This is an optimization exercise on Yosys and OpenROAD, whose aim is small area, a short achievable clock period and few clock cycles, not a production implementation. Only simulation tests tie the RTL to the original design; equivalence was not proved. Power is estimated from default activity; no workload was simulated.

`flow/flow/run.sh`:
```
#!/bin/bash
# The standard layout (standard.sh), with each port buffered by a
# sky130_fd_sc_hd__buf_1 instead of the larger cell buffer_ports picks.
# standard.sh's output goes to standard.log in this folder.
export BUFFER_PORTS_ARGS="-buffer_cell sky130_fd_sc_hd__buf_1"
bash standard.sh > standard.log 2>&1
```
`flow/standard.sh`:
```
#!/bin/bash
# synth_recipe.tcl (not shown) runs the flow's synth.tcl, then flattens the netlist and writes it again
# the make line also repeats each setting of config.mk as NAME=value (left out here)
make -C /OpenROAD-flow-scripts/flow DESIGN_CONFIG=/design/flow/config.mk WORK_HOME=/design/flow/orfs CLKGATE_MAP_FILE= SYNTH_SCRIPT=/design/flow/synth_recipe.tcl "${@:-finish}"
```
`flow/config.mk`:
```
export PLATFORM = sky130hd
export DESIGN_NAME = muldiv
export DESIGN_NICKNAME = muldiv
export VERILOG_FILES = /design/flow/design.v
export SDC_FILE = /design/flow/constraint.sdc
export NUM_CORES = 4
export LEC_CHECK = 0
export ABC_CLOCK_PERIOD_IN_PS = 4000
export CAP_MARGIN = 20
export CORE_MARGIN = 2
export CORE_UTILIZATION = 50
export CTS_BUF_LIST = sky130_fd_sc_hd__clkbuf_4 sky130_fd_sc_hd__clkbuf_8
export SETUP_SLACK_MARGIN = 4.0
export SLEW_MARGIN = 20
```
`flow/constraint.sdc`:
```
create_clock -name core_clock -period 9.0 [get_ports {clk}]
set_input_delay 1.8000 -clock core_clock [delete_from_list [all_inputs] [get_ports {clk}]]
set_output_delay 1.8000 -clock core_clock [all_outputs]
set_load 0.01 [all_outputs]
```
`flow/design.v`:
```
module muldiv
(
    input  logic        clk,
    input  logic        rst,
    input  logic        start,
    input  logic [2:0]  funct3,
    input  logic [31:0] rs1,
    input  logic [31:0] rs2,
    output logic        ready,
    output logic        done,
    output logic [31:0] result
);
logic st_idle, st_mul, st_align, st_dneg, st_norm, st_div, st_corr, st_fix, st_done;
logic [64:0] X;
logic [32:0] Y;        
logic        dneg;     
logic [4:0]  cnt;
logic        o_hi;     
logic        o_short;  
logic        o_corr;   
logic        o_rem;    
logic        o_neg;    
wire        p_sgn  = ~funct3[0];                           
wire        p_dneg = funct3[2] & p_sgn & rs2[31];
wire        p_short = funct3[1] ? (rs2[31:15] == 17'd0)
                                : ((rs2[31:15] == 17'd0) | (rs2[31:15] == 17'h1ffff));
always_ff @(posedge clk) begin
    if (funct3[2])
        Y <= {p_dneg, rs2};
    else
        Y <= {((funct3 == 3'b001) | (funct3 == 3'b010)) & rs1[31], rs1};
    dneg <= p_dneg;
end
logic sel_ah, sel_ar, sel_y1, sel_y2, sel_bh, sel_bl, sel_bm, inv, cin;
logic sel_c1, sel_c2, cneg;
wire [36:0] ysx = {{4{Y[32]}}, Y};
wire [36:0] aop = ({37{sel_ah}} & {{4{X[64]}}, X[64:32]})
                | ({37{sel_ar}} & {{3{X[64]}}, X[64:31]});
wire [36:0] bop = ({37{sel_y1}} & ysx)
                | ({37{sel_y2}} & {ysx[35:0], 1'b0})
                | ({37{sel_bh}} & {5'b00000, X[63:32]})
                | ({37{sel_bl}} & {5'b00000, X[31:0]})
                | ({37{sel_bm}} & {5'b00000, X[59:28]});
wire [34:0] cm    = ({35{sel_c1}} & ysx[34:0])
                  | ({35{sel_c2}} & {ysx[33:0], 1'b0});
wire [36:0] cop   = {cm ^ {35{cneg}}, {2{cneg}}};
wire [36:0] bx    = bop ^ {37{inv}};
wire [36:0] csum  = aop ^ bx ^ cop;
wire [36:0] ccar  = {(aop[35:0] & bx[35:0]) | (aop[35:0] & cop[35:0]) | (bx[35:0] & cop[35:0]), cneg};
wire [36:0] S;
muldiv_add37 add (.a(csum), .b(ccar), .cin(cin), .s(S));
wire        sneg  = S[36];
function automatic logic [3:0] niblen(input logic [31:0] x, input logic s);
    niblen = 4'd0;
    for (int i = 0; i < 8; i++)
        if (x[4*i +: 4] != {4{s}}) niblen = 4'(i + 1);
endfunction
wire       dz    = (Y[31:0] == 32'd0);
wire [3:0] na    = niblen(X[63:32], 1'b0);
wire [3:0] nd    = niblen(Y[31:0], dneg);    
logic [2:0] nnm1;
always_comb begin
    if (dz || na <= nd)      nnm1 = 3'd0;
    else if (na >= nd + 4'd7) nnm1 = 3'd7;
    else                     nnm1 = 3'(na - nd);
end
wire [63:0] xn = {32'd0, X[63:32]} << {~nnm1, 2'b00};    
wire last = (cnt == 5'd0);
wire [20:0] nxt0, nxt1;
muldiv_next nx0 (.sg(1'b0), .nxt(nxt0), .*);
muldiv_next nx1 (.sg(1'b1), .nxt(nxt1), .*);
wire [20:0] nxt = sneg ? nxt1 : nxt0;
wire [3:0] nx  = st_idle ? rs2[3:0] : X[7:4];
wire       npv = st_idle ? 1'b0 : X[3];
wire nb_one = nx[0] ^ npv;
wire nb_two = (nx[1] & ~nx[0] & ~npv) | (~nx[1] & nx[0] & npv);
wire nb_neg = nx[1] & ~(nx[0] & npv);
wire nc_one = nx[2] ^ nx[1];
wire nc_two = (nx[3] & ~nx[2] & ~nx[1]) | (~nx[3] & nx[2] & nx[1]);
wire nc_neg = nx[3] & ~(nx[2] & nx[1]);
wire x_hs = ~(st_idle | st_mul | st_align | st_norm);
wire x_ls = st_fix | st_dneg | st_corr | (st_div & last & o_rem);    
wire x_ld = ~(st_idle | st_mul | st_align | st_norm | x_ls);
always_ff @(posedge clk) begin
    X[64:32] <= ({33{st_idle}} & {1'b0, rs1 & {32{funct3[2]}}})
              | ({33{st_mul}}  & S[36:4])
              | ({33{st_align}} & {{16{X[64]}}, X[64:48]})
              | ({33{st_norm}} & {1'b0, xn[63:32]})
              | ({33{x_hs}}    & {S[32] & ~st_dneg, S[31:0]});    
    X[31:0]  <= ({32{st_idle}} & rs2)
              | ({32{st_mul}}  & {S[3:0], X[31:4]})
              | ({32{st_align}} & X[47:16])
              | ({32{st_norm}} & xn[31:0])
              | ({32{x_ls}}    & S[31:0])                         
              | ({32{x_ld}}    & {X[30:0], ~sneg});               
    cnt <= st_norm ? {nnm1, 2'b11} : (st_idle ? {2'b00, ~p_short, 2'b11} : cnt - 5'd1);
    if (st_idle) begin
        o_hi   <= (funct3 != 3'b000);
        o_corr <= funct3[1] & rs2[31];
        o_short <= p_short;
        o_rem  <= funct3[1];
        o_neg  <= funct3[1] ? (p_sgn & rs1[31]) : (p_sgn & (rs1[31] ^ rs2[31]));
    end
    {sel_ah, sel_ar, sel_y1, sel_y2, sel_bh, sel_bl, sel_bm, inv, cin, sel_c1, sel_c2, cneg} <= nxt[20:9];
    if (rst) begin
        {st_idle, st_mul, st_align, st_dneg, st_norm, st_div, st_corr, st_fix, st_done} <= 9'b100000000;
    end else begin
        {st_idle, st_mul, st_align, st_dneg, st_norm, st_div, st_corr, st_fix, st_done}
            <= nxt[8:0];
    end
end
assign ready  = st_idle;
assign done   = st_done;
assign result = X[31:0];
endmodule
module muldiv_next
(
    input  logic        sg,
    input  logic        st_idle, st_mul, st_align, st_dneg, st_norm, st_div, st_corr, st_fix, st_done,
    input  logic        start,
    input  logic [2:0]  funct3,
    input  logic [31:0] rs1,
    input  logic        p_sgn, p_dneg,
    input  logic        last, dz,
    input  logic        o_hi, o_corr, o_short, o_rem, o_neg,
    input  logic        nb_one, nb_two, nb_neg, nc_one, nc_two, nc_neg,
    output logic [20:0] nxt
);
wire early  = sg | dz;                  
wire n_idle = (st_idle & ~start) | st_done;
wire n_mul  = (st_idle & start & ~funct3[2]) | (st_mul & ~last);
wire n_dneg = st_idle & start & funct3[2] & p_sgn & rs1[31];
wire n_norm = (st_idle & start & funct3[2] & ~(p_sgn & rs1[31])) | st_dneg;
wire n_div  = (st_norm & ~early) | (st_div & ~last);
wire n_corr = st_div & last & o_rem & sg;
wire n_align = st_mul & last & o_short;
wire m_end  = (st_mul & last & ~o_short) | st_align;    
wire n_fix  = (m_end & o_hi)
            | (st_norm & early)
            | (st_div & last & o_neg & ~(o_rem & sg))
            | (st_corr & o_neg);
wire n_done = (m_end & ~o_hi)
            | (st_div & last & ~o_neg & ~(o_rem & sg))
            | (st_corr & ~o_neg);
wire n_sub  = st_norm | ~sg;
logic nf_ah, nf_by, nf_bh, nf_bl, nf_bm, nf_inv, nf_cin;
always_comb begin
    if (st_mul | st_align) begin
        nf_ah = 1'b1; nf_by = o_corr; nf_bh = 1'b0; nf_bl = 1'b0; nf_bm = 1'b0; nf_inv = 1'b0; nf_cin = 1'b0;
    end else if (st_norm) begin
        nf_ah = 1'b0; nf_by = 1'b0; nf_bh = 1'b0; nf_bl = 1'b0; nf_bm = o_rem;
        nf_inv = o_rem ? o_neg : dz;
        nf_cin = o_rem & o_neg;
    end else begin
        nf_ah = 1'b0; nf_by = 1'b0; nf_bh = o_rem; nf_bl = ~o_rem; nf_bm = 1'b0; nf_inv = o_neg; nf_cin = o_neg;
    end
end
assign nxt[20] = n_mul | n_norm | n_corr | (n_fix & nf_ah);                           
assign nxt[19] = n_div;                                                               
assign nxt[18] = (n_mul & nb_one) | n_div | n_norm | n_corr | (n_fix & nf_by);        
assign nxt[17] = n_mul & nb_two;                                                      
assign nxt[16] = n_dneg | (n_fix & nf_bh);                                            
assign nxt[15] = n_fix & nf_bl;                                                       
assign nxt[14] = n_fix & nf_bm;                                                       
assign nxt[13] = (n_mul & nb_neg) | (n_div & (n_sub ^ p_dneg)) | (n_norm & ~p_dneg)
               | (n_corr & p_dneg) | n_dneg | (n_fix & nf_inv);                       
assign nxt[12] = (n_mul & nb_neg) | (n_div & (n_sub ^ p_dneg)) | (n_norm & ~p_dneg)
               | (n_corr & p_dneg) | n_dneg | (n_fix & nf_cin);                       
assign nxt[11]  = n_mul & nc_one;                                                      
assign nxt[10]  = n_mul & nc_two;                                                      
assign nxt[9]  = n_mul & nc_neg;                                                      
assign nxt[8:0] = {n_idle, n_mul, n_align, n_dneg, n_norm, n_div, n_corr, n_fix, n_done | st_fix};
endmodule
module muldiv_add37
(
    input  logic [36:0] a,
    input  logic [36:0] b,
    input  logic        cin,
    output logic [36:0] s
);
wire [36:0] g = a & b;
wire [36:0] p = a ^ b;
wire [37*7-1:0] G, P;
assign G[36:0] = {g[36:1], g[0] | (p[0] & cin)};
assign P[36:0] = p;
genvar l, i;
generate
    for (l = 0; l < 6; l++) begin : lvl
        for (i = 0; i < 37; i++) begin : bit_
            if (((i >> l) & 1) == 1) begin : op
                localparam int J = ((i >> l) << l) - 1;
                assign G[37*(l+1) + i] = G[37*l + i] | (P[37*l + i] & G[37*l + J]);
                assign P[37*(l+1) + i] = P[37*l + i] & P[37*l + J];
            end else begin : pass
                assign G[37*(l+1) + i] = G[37*l + i];
                assign P[37*(l+1) + i] = P[37*l + i];
            end
        end
    end
endgenerate
assign s = p ^ {G[37*6 +: 36], cin};
endmodule
```
==> results.txt, run 1 <==
Place WS: 3687 ps
fin worst setup slack: 4139 ps
CTS clk-pin slew, worst paths: 90 ps
largest register by flop count: X
Die W: 157.9 µm
top-count cell post-synth: nand2_1
Max clock buf depth: 2
RSZ-0062 raised after global routing: no
final slew viol count: 0
mean post-synth cell area: 8.322 µm²
GR Overflow Total: 0
first-pass GRT wire length: 78680 µm
Post-synth top cells: nand2_1 (158), dfxtp_1 (125), clkbuf_1 (106)
Port Buffer Count: 103
H-Tree Depth: 4
Net Count, Synth: 1584
max frequency: 205.7 MHz
DRT Pass-1 Iters: 11
leading registers by flop count: X: 65 flops, Y: 33 flops, cnt: 5 flops
Max Cap Viol: 0
P_leak: 5.105 nW
ys async rst share: 0%
Worst Tran Pin Value: 1147 ps
final estimated routing congestion in global placement: 1.069
worst-case clock skew: 22.94 ps
IO Count: 104
Final Cell Area: 0.01273 mm²
mux share of post-synthesis cell area: 7.079%
ys flop type: dfxtp_1
vias in the first global route: 11740
Peak VDD IR: 0.2281 mV
Power Total: 5.276 mW
DP Area: 0.01208 mm²
adder-cell share of the synthesized area: 12.34%
hold_sp: cnt[0]
top-area cell type share of the netlist area: 21.13%
Vias/cell: 7.210
multi-input combinational cell area: 0.008240 mm²
DRT iter0 DRCs: 2627
Synth-to-Final Area Change: 7.470%
die area: 0.02493 mm²
simple-gate area share of the yosys netlist: 14.15%
WHS Path Cells: 1
Post-Synth XOR/XNOR Area: 7.691%
CTS Root Cell: clkbuf_8
Synth area leader: dfxtp_1
CTS Buf Count: 17
reg2reg start: sel_ah
Max FO, Critical Path: 18
Synth Area in Compound Gates: 27.15%
Antenna Nets Post-Route: 0
DRC errors left: 0
post-synthesis cell type count: 72
setup violators final: 0
share of cells above drive strength 1: 9.734%
average wire per standard cell: 31.72 µm
WP data arrival: 5250 ps
clk sink count: 130
FP Rows: 56
FF+latch count, synth: 130
crit path from: sel_ah
final critical-path share of the clock period: 54.01%
via count: 12600
EDFF count, synth: 5
crit end category: flip-flop
Yosys warning count: 2
startpoint types: flip-flop
Fin. Hold Viols: 0
max_slew headroom: 22.53%
dpl hpwl: 39010 µm
min Tclk post-route: 4861 ps
largest net degree at the start of global routing: 60
GRT Overall Usage: 43.72%
Fill cells: 2258
Reg area: 0.002663 mm²
Worst Reg-to-Reg Cells: 15
DRT Wirelength: 55420 µm
clock latency (worst-skew pair): 490 ps
setup TNS: 0 ps
Antenna Diode Count: 0
CP Class: reg -> reg
worst hold path type: reg -> reg
max FFs per register: 65
antenna violations before repair: 0
PD cells: 414.5 mW/mm²
outcome: timing/DRC/antenna clean
final hold slack: 406.4 ps
nets@finish: 1576
cells after synthesis: 1423
Worst EP required: 9390 ps
CTS tree: yes
Die Ht: 157.9 µm
sequential area share after synthesis: 22.40%
Area contributors post-synth: dfxtp_1 (21%), fa_1 (7.3%), a22oi_1 (6.7%)
Mapped Area: 0.01184 mm²
Core ar.: 0.02333 mm²
Initial Utilization: 50.76%
largest family of logic cells by synthesized area: compound AO/OA/AOI/OAI gates
-- cell usage in the layout, fill, tap and decap left out, types with 33 or more instances in the layout --
cell	instances
nand2_1	158
dfxtp_1	119
a22oi_1	105
buf_1	102
inv_1	91
a222oi_1	67
xnor2_1	52
xor2_1	51
nor2_1	50
o21ai_0	49
ha_1	46
fa_1	43
mux2i_1	42
a221o_1	39
a21oi_1	37
mux2_2	35
nand3_1	33
-- worst paths after layout --
path | end | slack, ps
min reg2reg | cnt[0] | 410
max reg2reg | sel_bh | 4140
max | sel_bh | 4140
min | cnt[0] | 410
-- stage by stage --
step	instances	util [%]
2_1_floorplan	1423	-
3_3_place_gp	1711	51.76
3_5_place_dp	1711	51.76
4_1_cts	1743	53.79
5_1_grt	1747	54.55
6_report	1747	54.55
-- cell families after synthesis --
family                   Yosys count
AND/OR/NAND/NOR                  352
buffers and inverters            249
XOR/XNOR                         104
adder cells (fa/ha/maj)           91
AO/OA/AOI/OAI                    418
multiplexers                      79
flip-flops                       130
-- what timing repair did --
item / CTS / global route
pin swaps: 0 / 7
cloned: 0 / 2
hold buffers: 0 / 0
hold endpoints to repair: 0 / 0
gates resized for setup: 11 / 34
endpoints found under the setup margin: 55 / 74
buffers inserted: 0 / 2
-- critical path, stage by stage (launching register included) --
cell      delay [ps]
dfxtp_1          940
buf_4            430
a22oi_1          160
fa_1             520
inv_1             40
ha_1             340
a21o_1           180
a21o_1           190
a21oi_2          160
nand3b_1         290
a21oi_1          120
and3b_2          350
nor3_2            90
or3_4            420
a21o_2           270
o31ai_1          240
-- where the power goes --
part	total, mW	internal [mW]	switching [mW]
registers	1.23	0.726	0.508
clock network	0.599	0.292	0.307
logic	3.44	1.26	2.19
total	5.28	2.27	3.00
-- metal layers --
metal  track usage [%]  vias to the layer above  share of wire [%]
met5                 0                        -                  0
met4             22.86                        0                6.1
met3             12.76                      245                 14
met2             65.69                     1052                 43
met1             56.67                     6044                 37
li1                  -                     5255                  -
-- cell type report --
class                   instances  share of cell area, %
multi-input cells            1044                  64.75
flip-flops and latches        130                  20.92
repair buffers                130                  5.033
well taps                     319                  3.136
inverters                      92                  2.713
clock buffers                  18                  1.947
clock inverters                14                  1.504
Testbench counts, summed over its fixed seeds: cycles 31,398.
==> run 2: changes to the inputs <==
--- a/flow/config.mk
+++ b/flow/config.mk
@@ -8,3 +8,3 @@
 export ABC_CLOCK_PERIOD_IN_PS = 4000
-export CAP_MARGIN = 20
+export CAP_MARGIN = 10
 export CORE_MARGIN = 2
@@ -13,2 +13,2 @@
 export SETUP_SLACK_MARGIN = 4.0
-export SLEW_MARGIN = 20
+export SLEW_MARGIN = 10
==> run 2 against run 1 <==
Effect of this change:
- flip-flop and latch count unchanged
- die area unchanged
- maximum frequency unchanged
- global-route usage unchanged
- critical path depth unchanged
- critical endpoint unchanged
- cell area unchanged
- sequential power about the same
- count of clock-buffer cells in the layout unchanged
- clock power about the same
- still clean on timing, DRC and antenna
==> results.txt, run 2 <==
largest register by flop count: X (unchanged)
Worst EP required: 9390 ps (about the same)
CTS Root Cell: clkbuf_8 (unchanged)
IO Count: 104 (unchanged)
vias in the first global route: 11740 (unchanged)
startpoint types: flip-flop (unchanged)
most frequent cells in the layout: nand2_1 (158), dfxtp_1 (119), a22oi_1 (105) (unchanged)
clk sink count: 130 (unchanged)
Die Ht: 157.9 µm (unchanged)
GR Overflow Total: 0 (unchanged)
setup violators final: 0 (unchanged)
Mapped Area: 0.01184 mm² (unchanged)
final critical-path share of the clock period: 54.01% (unchanged)
first-pass GRT wire length: 78680 µm (unchanged)
WP data arrival: 5250 ps (about the same)
GRT Overall Usage: 43.72% (unchanged)
DRC errors left: 0 (unchanged)
sequential area share after synthesis: 22.40% (unchanged)
Initial Utilization: 50.76% (unchanged)
post-route insts no fill: 1747 (unchanged)
worst-case clock skew: 22.94 ps (unchanged)
DRT iter0 DRCs: 2627 (unchanged)
top-count cell post-synth: nand2_1 (unchanged)
final slew viol count: 0 (unchanged)
nets@finish: 1576 (unchanged)
cells after synthesis: 1423 (unchanged)
post-synthesis cell type count: 72 (unchanged)
Area contributors post-synth: dfxtp_1 (21%), fa_1 (7.3%), a22oi_1 (6.7%) (unchanged)
largest net degree at the start of global routing: 60 (unchanged)
Yosys warning count: 2 (unchanged)
setup TNS: 0 ps (unchanged)
ys flop type: dfxtp_1 (unchanged)
worst hold path type: reg -> reg (unchanged)
H-Tree Depth: 4 (unchanged)
Hold Buf Count CTS: 0 (unchanged)
crit path from: sel_ah (unchanged)
crit path cell chain: buf_4, a22oi_1, fa_1, inv_1, ha_1, a21o_1, a21o_1, a21oi_2, nand3b_1, a21oi_1, and3b_2, nor3_2, or3_4, a21o_2, o31ai_1 (unchanged)
dpl hpwl: 39010 µm (unchanged)
final estimated routing congestion in global placement: 1.069 (unchanged)
share of cells above drive strength 1: 9.734% (unchanged)
WHS Path Cells: 1 (unchanged)
Buf/Inv on CP: 2 (unchanged)
hold_sp: cnt[0] (unchanged)
EDFF count, synth: 5 (unchanged)
most frequent cell on the critical path: a21o_1 (unchanged)
antenna violations before repair: 0 (unchanged)
max FFs per register: 65 (unchanged)
Antenna Diode Count: 0 (unchanged)
Vias/cell: 7.210 (unchanged)
Worst path depth: 15 (unchanged)
clock latency (worst-skew pair): 490 ps (about the same)
RSZ-0062 raised after global routing: no (unchanged)
Fin. Hold Viols: 0 (unchanged)
CP Class: reg -> reg (unchanged)
max frequency: 205.7 MHz (unchanged)
max_slew headroom: 22.53% (unchanged)
DRT Pass-1 Iters: 11 (unchanged)
Synth area leader: dfxtp_1 (unchanged)
min Tclk post-route: 4861 ps (unchanged)
Worst Reg-to-Reg Cells: 15 (unchanged)
CTS clk-pin slew, worst paths: 90 ps (about the same)
Max FO, Critical Path: 18 (unchanged)
CP max stage delay: 940 ps (about the same)
FP Rows: 56 (unchanged)
DRT Wirelength: 55420 µm (unchanged)
leading registers by flop count: X: 65 flops, Y: 33 flops, cnt: 5 flops (unchanged)
Max clock buf depth: 2 (unchanged)
Synth-to-Final Area Change: 7.470% (unchanged)
crit end category: flip-flop (unchanged)
FF+latch count, synth: 130 (unchanged)
top-area cell type share of the netlist area: 21.13% (unchanged)
via count: 12600 (unchanged)
Core ar.: 0.02333 mm² (unchanged)
CTS Buf Count: 17 (unchanged)
Die W: 157.9 µm (unchanged)
CP top delay family: compound AO/OA/AOI/OAI gates (unchanged)
Crit-path slowest cell: dfxtp_1 (unchanged)
Net Count, Synth: 1584 (unchanged)
Fill cells: 2258 (unchanged)
Antenna Nets Post-Route: 0 (unchanged)
average wire per standard cell: 31.72 µm (unchanged)
outcome: timing/DRC/antenna clean (unchanged)
Post-synth top cells: nand2_1 (158), dfxtp_1 (125), clkbuf_1 (106) (unchanged)
Port Buffer Count: 103 (unchanged)
Max Cap Viol: 0 (unchanged)
ys async rst share: 0% (unchanged)
CTS tree: yes (unchanged)
reg2reg start: sel_ah (unchanged)
most common cell after layout, fill and taps aside: nand2_1 (unchanged)
mean post-synth cell area: 8.322 µm² (unchanged)
Power Total: 5.276 mW (unchanged)
Placed Cells: 1711 (unchanged)
die area: 0.02493 mm² (unchanged)
PD cells: 414.5 mW/mm² (unchanged)
P_leak: 5.105 nW (unchanged)
Worst Tran Pin Value: 1147 ps (unchanged)
Peak VDD IR: 0.2281 mV (unchanged)
-- run 2: cell counts after synthesis --
Identical to the previous run, type by type.
-- run 2: worst register-to-register path, cell delays in order (launching register included) --
cell	delay (ps)
dfxtp_1	940
buf_4	450
a22oi_1	170
fa_1	520
inv_1	40
ha_1	340
a21o_1	180
a21o_1	190
a21oi_2	160
nand3b_1	290
a21oi_1	120
and3b_2	350
nor3_2	90
or3_4	420
a21o_2	280
o31ai_1	240
-- run 2: logic make-up after synthesis --
kind of cell,Yosys count,share of synthesized area (%)
AOI/OAI and AO/OA,418,27.15
xor gates and xnor gates,104,7.692
adders and majority gates,91,12.34
buffers and inverters,249,9.192
DFF,130,22.40
muxes,79,7.079
and+or+nand+nor,352,14.15
-- run 2: area by class of cell --
type,count,area [µm²],area share (%)
Timing Repair Buffer,130,640.6,5.033
Sequential cell,130,2663,20.92
Clock inverter,14,191.4,1.504
Tap cell,319,399.1,3.136
Clock buffer,18,247.7,1.947
Inverter,92,345.3,2.713
Multi-Input combinational cell,1044,8240,64.75
-- run 2: worst paths after layout --
check,end,slack [ps]
setup / recovery,sel_bh,4140
setup reg to reg,sel_bh,4140
hold / removal,cnt[0],410
hold reg to reg,cnt[0],410
-- run 2: repair_timing --
item	4_1_cts	5_1_grt
pin swaps	0	7
resized for setup	11	34
buffers inserted	0	2
endpoints found under the setup margin	55	74
cloned	0	2
-- run 2: where the power goes --
part	switching (mW)	internal, mW
Clock	0.307	0.292
Sequential	0.508	0.726
Combinational	2.19	1.26
-- run 2: per-layer routing --
metal  routed length, µm  track usage (%)  part of all wire, %  up-vias
met3                7603            12.76                   14      245
met5                   0                0                    0        -
li1                    -                -                    -     5255
met1               20780            56.67                   37     6044
met2               23650            65.69                   43     1052
met4                3383            22.86                  6.1        0
-- run 2: stage by stage --
| stage | cell area (µm²) | hold slack [ps] | utilization, % | worst slack, ps |
|---|---|---|---|---|
| 2_1_floorplan | 11840 | 371.1 | - | 4366 |
| 3_3_place_gp | 12080 | 384.4 | 51.76 | 3667 |
| 3_5_place_dp | 12080 | 389.4 | 51.76 | 3687 |
| 4_1_cts | 12550 | 411.4 | 53.79 | 4001 |
| 5_1_grt | 12730 | 418.5 | 54.55 | 4012 |
| 6_report | 12730 | 406.4 | 54.55 | 4139 |
==> run 3: changes to the inputs <==
--- a/flow/design.v
+++ b/flow/design.v
@@ -15,9 +15,3 @@
 logic [32:0] Y;        
-logic        dneg;     
 logic [4:0]  cnt;
-logic        o_hi;     
-logic        o_short;  
-logic        o_corr;   
-logic        o_rem;    
-logic        o_neg;    
 wire        p_sgn  = ~funct3[0];                           
@@ -31,4 +25,10 @@
         Y <= {((funct3 == 3'b001) | (funct3 == 3'b010)) & rs1[31], rs1};
-    dneg <= p_dneg;
 end
+wire        dneg   = Y[32];                                
+wire        o_hi    = (funct3 != 3'b000);                  
+wire        o_short = p_short;                             
+wire        o_corr  = funct3[1] & rs2[31];                 
+wire        o_rem   = funct3[1];                           
+wire        o_neg   = funct3[1] ? (p_sgn & rs1[31])        
+                                : (p_sgn & (rs1[31] ^ rs2[31]));
 logic sel_ah, sel_ar, sel_y1, sel_y2, sel_bh, sel_bl, sel_bm, inv, cin;
@@ -96,9 +96,2 @@
     cnt <= st_norm ? {nnm1, 2'b11} : (st_idle ? {2'b00, ~p_short, 2'b11} : cnt - 5'd1);
-    if (st_idle) begin
-        o_hi   <= (funct3 != 3'b000);
-        o_corr <= funct3[1] & rs2[31];
-        o_short <= p_short;
-        o_rem  <= funct3[1];
-        o_neg  <= funct3[1] ? (p_sgn & rs1[31]) : (p_sgn & (rs1[31] ^ rs2[31]));
-    end
     {sel_ah, sel_ar, sel_y1, sel_y2, sel_bh, sel_bl, sel_bm, inv, cin, sel_c1, sel_c2, cneg} <= nxt[20:9];
--- a/flow/config.mk
+++ b/flow/config.mk
@@ -8,3 +8,3 @@
 export ABC_CLOCK_PERIOD_IN_PS = 4000
-export CAP_MARGIN = 10
+export CAP_MARGIN = 20
 export CORE_MARGIN = 2
@@ -13,2 +13,2 @@
 export SETUP_SLACK_MARGIN = 4.0
-export SLEW_MARGIN = 10
+export SLEW_MARGIN = 20
==> run 3 against run 2 <==
Effect of this change:
- largest cell class unchanged
- flip-flop and latch count decreased by 6
- total power is 9.9% higher
- register-to-register slack hardly changed
- still clean on timing, DRC and antenna
- first-iteration DRC count decreased by 1.6%
- via count decreased by 1.9%
- global-route usage decreased by 0.33 points
- utilization is 0.61 points higher
- count of clock-buffer cells in the layout decreased by 1
==> results.txt, run 3 <==
Synth-to-Final Area Change: 7.597% (was 7.470%)
Worst EP required: 9370 ps (was 9390 ps)
CTS tree: yes (unchanged)
Net Count, Synth: 1568 (was 1584)
final slew viol count: 0 (unchanged)
startpoint types: flip-flop (unchanged)
clock latency (worst-skew pair): 480 ps (was 490 ps)
Buf/Inv on CP: 3 (was 2)
CTS Root Cell: clkbuf_8 (unchanged)
nets@finish: 1565 (was 1576)
Vias/cell: 7.143 (was 7.210)
setup TNS: 0 ps (unchanged)
adder-cell share of the synthesized area: 12.51% (was 12.34%)
Yosys warning count: 2 (unchanged)
Area contributors post-synth: dfxtp_1 (21%), fa_1 (7.4%), a22oi_1 (7.1%) (was dfxtp_1 (21%), fa_1 (7.3%), a22oi_1 (6.7%))
Place WS: 3197 ps (was 3687 ps)
PD cells: 461.7 mW/mm² (was 414.5 mW/mm²)
Antenna Diode Count: 0 (unchanged)
Synth area leader: dfxtp_1 (unchanged)
Crit-path slowest cell: fa_1 (was dfxtp_1)
average wire per standard cell: 31.09 µm (was 31.72 µm)
reg2reg start: sel_c1 (was sel_ah)
IO Count: 104 (unchanged)
via count: 12360 (was 12600)
Worst Tran Pin Value: 1096 ps (was 1147 ps)
Port Buffer Count: 103 (unchanged)
GR Overflow Total: 0 (unchanged)
max_slew headroom: 26.92% (was 22.53%)
worst-case clock skew: 24.30 ps (was 22.94 ps)
FF+latch count, synth: 124 (was 130)
Clk pwr share: 9.4% (was 11.4%)
CTS Buf Count: 17 (unchanged)
RSZ-0062 raised after global routing: yes (was no)
share of cells above drive strength 1: 10.73% (was 9.734%)
Final Cell Area: 0.01256 mm² (was 0.01273 mm²)
min Tclk post-route: 4863 ps (was 4861 ps)
first-pass GRT wire length: 77880 µm (was 78680 µm)
H-Tree Depth: 4 (unchanged)
DRC errors left: 0 (unchanged)
final core occ: 55.16% (was 54.55%)
Post-Synth XOR/XNOR Area: 7.875% (was 7.691%)
Switching Power: 3.403 mW (was 3.002 mW)
DRT Pass-1 Iters: 10 (was 11)
Die W: 156.8 µm (was 157.9 µm)
Comb pwr share: 70.0% (was 65.3%)
post-route insts no fill: 1730 (was 1747)
GRT Overall Usage: 43.39% (was 43.72%)
Fin. Hold Viols: 0 (unchanged)
Flop pwr share: 20.5% (was 23.4%)
max frequency: 205.6 MHz (was 205.7 MHz)
WP data arrival: 5230 ps (was 5250 ps)
Mapped Area: 0.01168 mm² (was 0.01184 mm²)
final hold slack: 407.6 ps (was 406.4 ps)
simple-gate area share of the yosys netlist: 13.29% (was 14.15%)
Die Ht: 156.8 µm (was 157.9 µm)
Max clock buf depth: 2 (unchanged)
cells after synthesis: 1407 (was 1423)
switching share of power: 58.66% (was 56.90%)
Int Pwr: 2.398 mW (was 2.274 mW)
CP max stage delay: 570 ps (was 940 ps)
mean post-synth cell area: 8.300 µm² (was 8.322 µm²)
top-count cell post-synth: nand2_1 (unchanged)
top-area cell type share of the netlist area: 21.26% (was 21.13%)
EDFF count, synth: 0 (was 5)
worst hold path type: reg -> reg (unchanged)
CTS clk-pin slew, worst paths: 90 ps (about the same)
Post-synth top cells: nand2_1 (136), dfxtp_1 (124), a22oi_1 (110) (was nand2_1 (158), dfxtp_1 (125), clkbuf_1 (106))
largest family of logic cells by synthesized area: compound AO/OA/AOI/OAI gates (unchanged)
FP Rows: 55 (was 56)
outcome: timing/DRC/antenna clean (unchanged)
Antenna Nets Post-Route: 0 (unchanged)
Core ar.: 0.02278 mm² (was 0.02333 mm²)
most common cell after layout, fill and taps aside: nand2_1 (unchanged)
ys flop type: dfxtp_1 (unchanged)
die area: 0.02459 mm² (was 0.02493 mm²)
Initial Utilization: 51.27% (was 50.76%)
sequential area share after synthesis: 21.26% (was 22.40%)
final estimated routing congestion in global placement: 1.051 (was 1.069)
crit end category: flip-flop (unchanged)
crit path from: sel_c1 (was sel_ah)
DP Area: 0.01191 mm² (was 0.01208 mm²)
Placed Cells: 1690 (was 1711)
antenna violations before repair: 0 (unchanged)
vias in the first global route: 11640 (was 11740)
largest register by flop count: X (unchanged)
post-synthesis cell type count: 72 (unchanged)
largest net degree at the start of global routing: 61 (was 60)
CP top delay family: compound AO/OA/AOI/OAI gates (unchanged)
clk sink count: 124 (was 130)
P_leak: 5.153 nW (was 5.105 nW)
setup violators final: 0 (unchanged)
most frequent cells in the layout: nand2_1 (136), dfxtp_1 (114), a22oi_1 (110) (was nand2_1 (158), dfxtp_1 (119), a22oi_1 (105))
dpl hpwl: 38230 µm (was 39010 µm)
final critical-path share of the clock period: 54.04% (was 54.01%)
Max FO, Critical Path: 34 (was 18)
crit path cell chain: buf_4, a22oi_1, xor2_1, fa_1, inv_1, ha_1, a21o_1, or3_1, o21ai_4, o32ai_4, nor2_4, nor2_1, o41ai_4, buf_4, o21ai_1, xor2_1, a221o_1 (was buf_4, a22oi_1, fa_1, inv_1, ha_1, a21o_1, a21o_1, a21oi_2, nand3b_1, a21oi_1, and3b_2, nor3_2, or3_4, a21o_2, o31ai_1)
Max Cap Viol: 0 (unchanged)
Power Total: 5.801 mW (was 5.276 mW)
leading registers by flop count: X: 65 flops, Y: 33 flops, cnt: 5 flops (unchanged)
DRT Wirelength: 53790 µm (was 55420 µm)
Synth Area in Compound Gates: 28.34% (was 27.15%)
DRT iter0 DRCs: 2585 (was 2627)
fin worst setup slack: 4137 ps (was 4139 ps)
Peak VDD IR: 0.4323 mV (was 0.2281 mV)
Hold Buf Count CTS: 0 (unchanged)
hold_sp: cnt[0] (unchanged)
CP Class: reg -> reg (unchanged)
mux share of post-synthesis cell area: 7.425% (was 7.079%)
ys async rst share: 0% (unchanged)
max FFs per register: 65 (unchanged)
[run 3: power groups by stage]
stage	Sequential, mW	Clock, mW	Combinational [mW]
6_report	1.19	0.548	4.06
5_1_grt	1.17	0.566	4.30
4_1_cts	1.14	0.543	3.81
3_5_place_dp	1.14	0	3.72
3_3_place_gp	1.16	0	3.72
2_1_floorplan	0.797	0	2.76
[run 3: final cells by class]
cell class | instances | area, µm²
clock inverters | 15 | 176.4
repair buffers | 136 | 663.1
inverters | 89 | 334.1
well taps | 313 | 391.6
fillers | 2194 | 10210
multi-input cells | 1036 | 8268
clock buffers | 17 | 234.0
flip-flops and latches | 124 | 2497
[run 3: timing repair]
item / 4_1_cts / 5_1_grt
setup endpoints to repair: 69 / 72
cloned: 0 / 0
resized for setup: 17 / 30
setup buffers: 4 / 4
pin swaps: 1 / 5
[run 3: cells by family after synthesis]
| kind of cell | count (synthesis) |
|---|---|
| AOI/OAI and AO/OA | 435 |
| xor gates and xnor gates | 105 |
| adders and majority gates | 91 |
| buffers and inverters | 247 |
| DFF | 124 |
| muxes | 82 |
| and+or+nand+nor | 323 |
[run 3: final timing paths]
path | end | slack, ps | depth (start not counted)
min reg2reg | cnt[0] | 410 | 1
max | X[63] | 4140 | 17
max reg2reg | X[63] | 4140 | 17
min | cnt[0] | 410 | 1
[run 3: per-layer routing]
layer | GRT usage, % | vias to the layer above | share of wire, %
met5 | 0 | - | 0
met4 | 24.90 | 0 | 6.3
met3 | 12.41 | 235 | 13
met2 | 64.31 | 1016 | 43
met1 | 56.21 | 5874 | 38
li1 | - | 5232 | -
Testbench counts of run 3, summed over its fixed seeds: cycles 31,398.
==> run 4: changes to the inputs <==
--- a/flow/config.mk
+++ b/flow/config.mk
@@ -12,3 +12,3 @@
 export CTS_BUF_LIST = sky130_fd_sc_hd__clkbuf_4 sky130_fd_sc_hd__clkbuf_8
-export SETUP_SLACK_MARGIN = 4.0
+export SETUP_SLACK_MARGIN = 4.5
 export SLEW_MARGIN = 20
==> run 4 against run 3 <==
Effect of this change:
- first-iteration DRC count rose by 1.3%
- cell area increased by 9.5%
- utilization is 5.2 points higher
- non-clock buffer count is 47 higher
- flip-flop and latch count unchanged
- combinational power increased by 21%
- count of clock-buffer cells in the layout unchanged
- sequential share of layout area fell by 1.6 points
- largest cell class unchanged
==> results.txt, run 4 <==
Peak VDD IR: 0.3790 mV (was 0.4323 mV)
Post-synth top cells: nand2_1 (136), dfxtp_1 (124), a22oi_1 (110) (unchanged)
setup TNS: 0 ps (unchanged)
Die W: 156.8 µm (unchanged)
Max clock buf depth: 2 (unchanged)
nets@finish: 1612 (was 1565)
WP data arrival: 5060 ps (was 5230 ps)
Core ar.: 0.02278 mm² (unchanged)
clk sink count: 124 (unchanged)
PD cells: 485.9 mW/mm² (was 461.7 mW/mm²)
crit end category: flip-flop (unchanged)
mean post-synth cell area: 8.300 µm² (unchanged)
Vias/cell: 7.242 (was 7.143)
IO Count: 104 (unchanged)
Max Cap Viol: 0 (unchanged)
max_slew headroom: 28.57% (was 26.92%)
outcome: timing/DRC/antenna clean (unchanged)
Antenna Nets Post-Route: 0 (unchanged)
H-Tree Depth: 4 (unchanged)
via count: 12870 (was 12360)
GR Overflow Total: 0 (unchanged)
Hold EP: cnt[0] (unchanged)
Synth-to-Final Area Change: 17.80% (was 7.597%)
antenna violations before repair: 0 (unchanged)
first-pass GRT wire length: 80340 µm (was 77880 µm)
Worst Tran Pin Value: 1071 ps (was 1096 ps)
ys flop type: dfxtp_1 (unchanged)
clock latency (worst-skew pair): 480 ps (about the same)
largest net degree at the start of global routing: 61 (unchanged)
CTS clk-pin slew, worst paths: 90 ps (about the same)
top-area cell type share of the netlist area: 21.26% (unchanged)
Yosys warning count: 2 (unchanged)
RSZ-0062 raised after global routing: yes (unchanged)
P_leak: 5.544 nW (was 5.153 nW)
setup violators final: 0 (unchanged)
ys async rst share: 0% (unchanged)
Initial Utilization: 51.27% (unchanged)
Net Count, Synth: 1568 (unchanged)
reg2reg start: sel_bl (was sel_c1)
DP Area: 0.01191 mm² (unchanged)
top-count cell post-synth: nand2_1 (unchanged)
leading registers by flop count: X: 65 flops, Y: 33 flops, cnt: 5 flops (unchanged)
Port Buffer Count: 103 (unchanged)
CTS Buf Count: 17 (unchanged)
Worst EP required: 9330 ps (was 9370 ps)
cells after synthesis: 1407 (unchanged)
post-route insts no fill: 1777 (was 1730)
most common cell after layout, fill and taps aside: nand2_1 (unchanged)
share of cells above drive strength 1: 19.54% (was 10.73%)
DRT Wirelength: 56790 µm (was 53790 µm)
DRC errors left: 0 (unchanged)
reg-to-reg endpoint: sel_ah (was X[63])
final critical-path share of the clock period: 52.56% (was 54.04%)
FP Rows: 55 (unchanged)
max FFs per register: 65 (unchanged)
Final Cell Area: 0.01376 mm² (was 0.01256 mm²)
min Tclk post-route: 4730 ps (was 4863 ps)
flop-to-flop setup slack: 4270 ps (was 4140 ps)
worst hold path type: reg -> reg (unchanged)
vias in the first global route: 12000 (was 11640)
Hold Buf Count CTS: 0 (unchanged)
most frequent cells in the layout: nand2_1 (131), dfxtp_1 (109), a22oi_1 (109) (was nand2_1 (136), dfxtp_1 (114), a22oi_1 (110))
DRT iter0 DRCs: 2619 (was 2585)
average wire per standard cell: 31.96 µm (was 31.09 µm)
crit path from: sel_bl (was sel_c1)
Fill cells: 2050 (was 2194)
CTS tree: yes (unchanged)
Placed Cells: 1690 (unchanged)
Place WS: 3197 ps (unchanged)
FF+latch count, synth: 124 (unchanged)
largest register by flop count: X (unchanged)
final slew viol count: 0 (unchanged)
DRT Pass-1 Iters: 14 (was 10)
EDFF count, synth: 0 (unchanged)
GRT Overall Usage: 44.87% (was 43.39%)
Synth area leader: dfxtp_1 (unchanged)
Max FO, Critical Path: 7 (was 34)
hold_sp: cnt[0] (unchanged)
Antenna Diode Count: 0 (unchanged)
worst-case clock skew: 24.10 ps (was 24.30 ps)
die area: 0.02459 mm² (unchanged)
startpoint types: flip-flop (unchanged)
Area contributors post-synth: dfxtp_1 (21%), fa_1 (7.4%), a22oi_1 (7.1%) (unchanged)
Mapped Area: 0.01168 mm² (unchanged)
CP Class: reg -> reg (unchanged)
max frequency: 211.4 MHz (was 205.6 MHz)
final core occ: 60.39% (was 55.16%)
post-synthesis cell type count: 72 (unchanged)
Worst Reg-to-Reg Cells: 20 (was 17)
Fin. Hold Viols: 0 (unchanged)
WHS Path Cells: 1 (unchanged)
CTS Root Cell: clkbuf_8 (unchanged)
sequential area share after synthesis: 21.26% (unchanged)
Die Ht: 156.8 µm (unchanged)
fin worst setup slack: 4270 ps (was 4137 ps)
dpl hpwl: 38230 µm (unchanged)
final estimated routing congestion in global placement: 1.051 (unchanged)
[run 4: where the power goes]
group | total [mW] | switching (mW) | internal, mW
logic | 4.92 | 2.97 | 1.95
registers | 1.21 | 0.508 | 0.702
clock network | 0.551 | 0.295 | 0.256
[run 4: worst max-delay path: stages, from the launching register on]
cell and delay [ps]:
dfxtp_4 370, buf_12 160, buf_12 150, a222oi_1 360
nand2_1 120, xor2_1 160, fa_1 520, inv_2 40
fa_2 370, nand2b_4 170, a21oi_4 240, o21ai_4 130
o32ai_4 310, nor2_4 120, buf_6 140, o311ai_4 370
buf_4 180, o211a_4 220, or2_0 170, and2_1 170
o211ai_1 90
[run 4: how the worst max path moves through the flow]
stage | end | slack, ps
3_3_place_gp | X[41] | 3220
4_1_cts | X[30] | 4370
6_report | sel_ah | 4270
3_5_place_dp | X[41] | 3200
2_1_floorplan | X[58] | 4540
5_1_grt | X[63] | 4200
[run 4: layout make-up]
class	count	area (µm²)	share of cell area [%]
clock buffer	17	234.0	1.701
sequential	124	2509	18.24
clock inverter	15	176.4	1.283
tap	313	391.6	2.847
inverter	89	334.1	2.429
multi-input combinational	1036	8884	64.58
timing repair buffer	183	1227	8.923
[run 4: per-stage QoR]
| stage | hold slack, ps | total power [mW] |
|---|---|---|
| finish | 407.9 | 6.684 |
| global route | 425.0 | 6.893 |
| CTS | 407.7 | 5.882 |
| detailed placement | 385.0 | 4.862 |
| global placement | 385.9 | 4.880 |
| floorplan | 371.1 | 3.557 |
[run 4: metal layers]
metal / global-route usage (%) / wire (µm) / vias to the layer above
met5: 0 / 0 / -
met4: 28.22 / 4211 / 0
met3: 14.51 / 8290 / 294
met2: 65.71 / 23740 / 1124
met1: 56.79 / 20550 / 6120
li1: - / - / 5331
[run 4: timing repair]
action,CTS,global route
buffers inserted,26,25
endpoints found under the setup margin,78,76
endpoints found under the hold margin,0,0
gates resized for setup,104,82
pin swaps,43,48
gates cloned,2,2
[run 4: cell families after synthesis]
logic type / synth area share (%)
fa+ha+maj: 12.51
mux: 7.425
buf+inv: 9.300
simple gates: 13.29
compound gates: 28.34
flops: 21.26
xor+xnor: 7.875

[port drivers added, routing unchanged]
No port has a modelled driver above. Below, the same layouts with a new extraction and two added sets of constraints. Step 1: set_driving_cell puts a clkbuf_16 on clk and a buf_2 on each other input, an assumption about the parent block. Step 2 times the ports against the registers' clock, not the clock port: input delays grow and output delays shrink by t, the midpoint of the rising clock arrivals with the driver on. Slacks: no drivers / after step 1 / after step 2; pairs: no drivers / after step 1.
run | t (ns) | setup slack, ns | clock arrival spread, ns | worst register clock-pin slew, ns | worst data-port slew with drivers (ns)
run 1 | 0.524 | 4.139 / 4.139 / 4.139 | 0.023 / 0.023 | 0.10 / 0.10 | 0.05
run 2 | 0.524 | 4.139 / 4.139 / 4.139 | 0.023 / 0.023 | 0.10 / 0.10 | 0.05
run 3 | 0.510 | 4.137 / 4.137 / 4.137 | 0.024 / 0.025 | 0.10 / 0.10 | 0.04
run 4 | 0.516 | 4.270 / 4.270 / 4.270 | 0.024 / 0.024 | 0.10 / 0.10 | 0.04
After both steps setup and hold are still met in every run listed.
